Background: an optimization exercise with open tools, aiming at small area, a short achievable clock period and few clock cycles. Do not read the settings as production practice. Only simulation tests tie the RTL to the original design; equivalence was not proved.

==> flow/design.v (excerpt) <==
module ALU(
    input clock,
    input reset,
    input start,
    input [63:0] inA,
    input [63:0] inB,
    input [ 4:0] opr,
    output signed [63:0] outAB,
    output done
);
  reg regdone;
  assign done = regdone;
  reg busy;             
  reg st_pol;           
  reg st_as;            
  reg sub;              
  reg op4;              
  reg [2:0] mstep;      
  reg [4:0] it;         
  reg tneg, tfb, amask, kf;   
  reg [2:0] mp;           
  reg [33:0] xr, yr;
  reg [31:0] zr;
  reg [31:0] cs_s, cs_c;
  assign outAB = {xr[31:0], zr};
  wire signed [33:0] xs = $signed(xr) >>> it;
  wire signed [33:0] ys = $signed(yr) >>> it;
  wire ysign = yr[33];
  wire xsub = st_as ? sub : ysign;         
  wire ysub = ~ysign;                       
  wire [34:0] xsum = {xr, 1'b1} + {(xsub ? ~ys : ys), xsub};
  wire [34:0] ysum = {yr, 1'b1} + {(ysub ? ~xs : xs), ysub};
  wire [33:0] xadd = xsum[34:1];
  wire [33:0] yadd = ysum[34:1];
  reg [31:0] atan;
  always @(*)
    case (it)
      5'd0:  atan = 32'h2d000000;
      5'd1:  atan = 32'h1a90a732;
  ...
==> flow/config.mk <==
export PLATFORM = sky130hd
export DESIGN_NAME = ALU
export DESIGN_NICKNAME = ALU
export VERILOG_FILES = /design/flow/design.v
export SDC_FILE = /design/flow/constraint.sdc
export NUM_CORES = 4
export LEC_CHECK = 0
export ABC_AREA = 1
export CAP_MARGIN = 20
export CORE_MARGIN = 2
export CORE_UTILIZATION = 45
export PLACE_DENSITY = 0.6
export SLEW_MARGIN = 20
export SYNTH_HIERARCHICAL = 1
export SYNTH_MINIMUM_KEEP_SIZE = 0
==> flow/constraint.sdc <==
create_clock -name core_clock -period 17.0 [get_ports {clock}]
set_input_delay 3.4000 -clock core_clock [delete_from_list [all_inputs] [get_ports {clock}]]
set_output_delay 3.4000 -clock core_clock [all_outputs]
set_load 0.01 [all_outputs]
standard.sh (not shown) runs the stock make flow with config.mk's settings and CLKGATE_MAP_FILE= SYNTH_SCRIPT=/design/flow/synth_recipe.tcl, a recipe that flattens the netlist after the stock synthesis.
==> flow/flow/run.sh <==
#!/bin/bash
# The standard layout (standard.sh) with three layout settings changed; the clock period
# and the constraints stay the design's own:
#  - the setup repair aims for extra slack, so that repair_timing sizes and buffers the
#    design's real critical paths;
#  - the resizer may swap a cell for one of another footprint (a stronger drive);
#  - every input and output port still gets its own buffer, a sky130_fd_sc_hd__buf_4.
# make's full output goes to flow_make.log here.
set -euo pipefail
export SETUP_SLACK_MARGIN=12
sed 's#"\${@:-finish}"#MATCH_CELL_FOOTPRINT=0 "BUFFER_PORTS_ARGS=-buffer_cell sky130_fd_sc_hd__buf_4" "${@:-finish}"#' standard.sh > flow_std.sh
grep -q MATCH_CELL_FOOTPRINT=0 flow_std.sh
bash flow_std.sh > flow_make.log 2>&1
The baseline passed the timing, design-rule and antenna checks.
Testbench counts at the start, summed over its fixed seeds: cycles 85,665.
Rerun with:
SYNTH_HIERARCHICAL = unset   (was 1)
SYNTH_MINIMUM_KEEP_SIZE = unset   (was 0)
Result: The new run finished clean. Worst hold slack stays flat. Final cell count goes down by about 4%. First-iteration DRC count goes up by 5.5%. Clock skew goes down by 14 ps. Area after synthesis goes down by 3.3%.
Rerun with:
==> flow/run.sh (new file) <==
#!/bin/bash
# synth_recipe.tcl (not shown) runs the flow's synth.tcl, then flattens the netlist and writes it again
# the make line also repeats each setting of config.mk as NAME=value (left out here)
make -C /OpenROAD-flow-scripts/flow DESIGN_CONFIG=/design/flow/config.mk WORK_HOME=/design/flow/orfs CLKGATE_MAP_FILE= SYNTH_SCRIPT=/design/flow/synth_recipe.tcl finish
removed: flow/flow/run.sh
removed: flow/standard.sh
- flip-flop and latch count is unchanged
- clock skew stays flat
- setup slack degrades by 1100 ps
Rerun with:
==> flow/flow/run.sh (new file) <==
#!/bin/bash
# The standard layout (standard.sh) with three layout settings changed; the clock period
# and the constraints stay the design's own:
#  - the setup repair aims for extra slack, so that repair_timing sizes and buffers the
#    design's real critical paths;
#  - the resizer may swap a cell for one of another footprint (a stronger drive);
#  - every input and output port still gets its own buffer, a sky130_fd_sc_hd__buf_4.
# make's full output goes to flow_make.log here.
set -euo pipefail
export SETUP_SLACK_MARGIN=12
sed 's#"\${@:-finish}"#MATCH_CELL_FOOTPRINT=0 "BUFFER_PORTS_ARGS=-buffer_cell sky130_fd_sc_hd__buf_4" "${@:-finish}"#' standard.sh > flow_std.sh
grep -q MATCH_CELL_FOOTPRINT=0 flow_std.sh
bash flow_std.sh > flow_make.log 2>&1
==> flow/standard.sh (new file) <==
#!/bin/bash
# synth_recipe.tcl (not shown) runs the flow's synth.tcl, then flattens the netlist and writes it again
# the make line also repeats each setting of config.mk as NAME=value (left out here)
make -C /OpenROAD-flow-scripts/flow DESIGN_CONFIG=/design/flow/config.mk WORK_HOME=/design/flow/orfs CLKGATE_MAP_FILE= SYNTH_SCRIPT=/design/flow/synth_recipe.tcl "${@:-finish}"
PLACE_DENSITY = 0.7   (was 0.6)
removed: flow/run.sh
Effect:
- non-clock buffer count goes up by 93
- cell area rose by 3.6%
- clock skew falls by 8.3 ps
- setup slack improves by 910 ps
- via count rises by 0.85%
- maximum frequency goes up by 17%
- wire length went down by about 1%
Rerun with:
==> flow/flow/run.sh (replaced) <==
#!/bin/bash
# The standard layout (standard.sh), with the setup repair asked to leave extra slack so
# that repair_timing sizes and buffers the design's real critical paths (the clock period and
# the constraints stay the design's own). make's full output goes to flow_make.log here.
set -euo pipefail
export SETUP_SLACK_MARGIN=11.5
bash standard.sh > flow_make.log 2>&1
PLACE_DENSITY = 0.6   (was 0.7)
Result: The new run produced a clean layout; global-route usage is higher by 1.3 points; core utilization falls by 1.3 points; non-clock buffer count goes down by 76; worst setup slack gets worse by 350 ps; first-iteration DRC count decreases by about 7%; cell area drops by 2.5%; count of clock-buffer cells in the layout falls by 4; cell count shrinks by 1.2%; fmax went down by about 6%.

[separate check: timing with driven ports]
The flow's constraints put no driver on any port. The routed layouts listed below were extracted and timed again, unchanged, in two steps. Step 1: set_driving_cell puts a clkbuf_16 on clock and a buf_2 on each other input, an assumption about the parent block. Step 2 times the ports against the registers' clock, not the clock port: input delays grow and output delays shrink by t, the midpoint of the rising clock arrivals with the driver on. Three values: no drivers, after step 1, after step 2; two values: the first two.
run | shift t [ns] | slack for setup (ns) | cell pins on the clock port's net
the first run | 0.667 | 11.886 / 11.859 / 11.335 | 1
the second run | 0.679 | 11.996 / 12.017 / 11.338 | 1
the third run | 0.684 | 10.855 / 10.855 / 10.220 | 1
the fourth run | 0.687 | 11.763 / 11.803 / 11.116 | 1
the fifth run | 0.681 | 11.417 / 11.349 / 10.837 | 1
After both steps setup and hold are still met in every run listed. The setup slack of the second run, which loses most, moves by +0.021 ns with the drivers and by -0.658 ns with both steps.
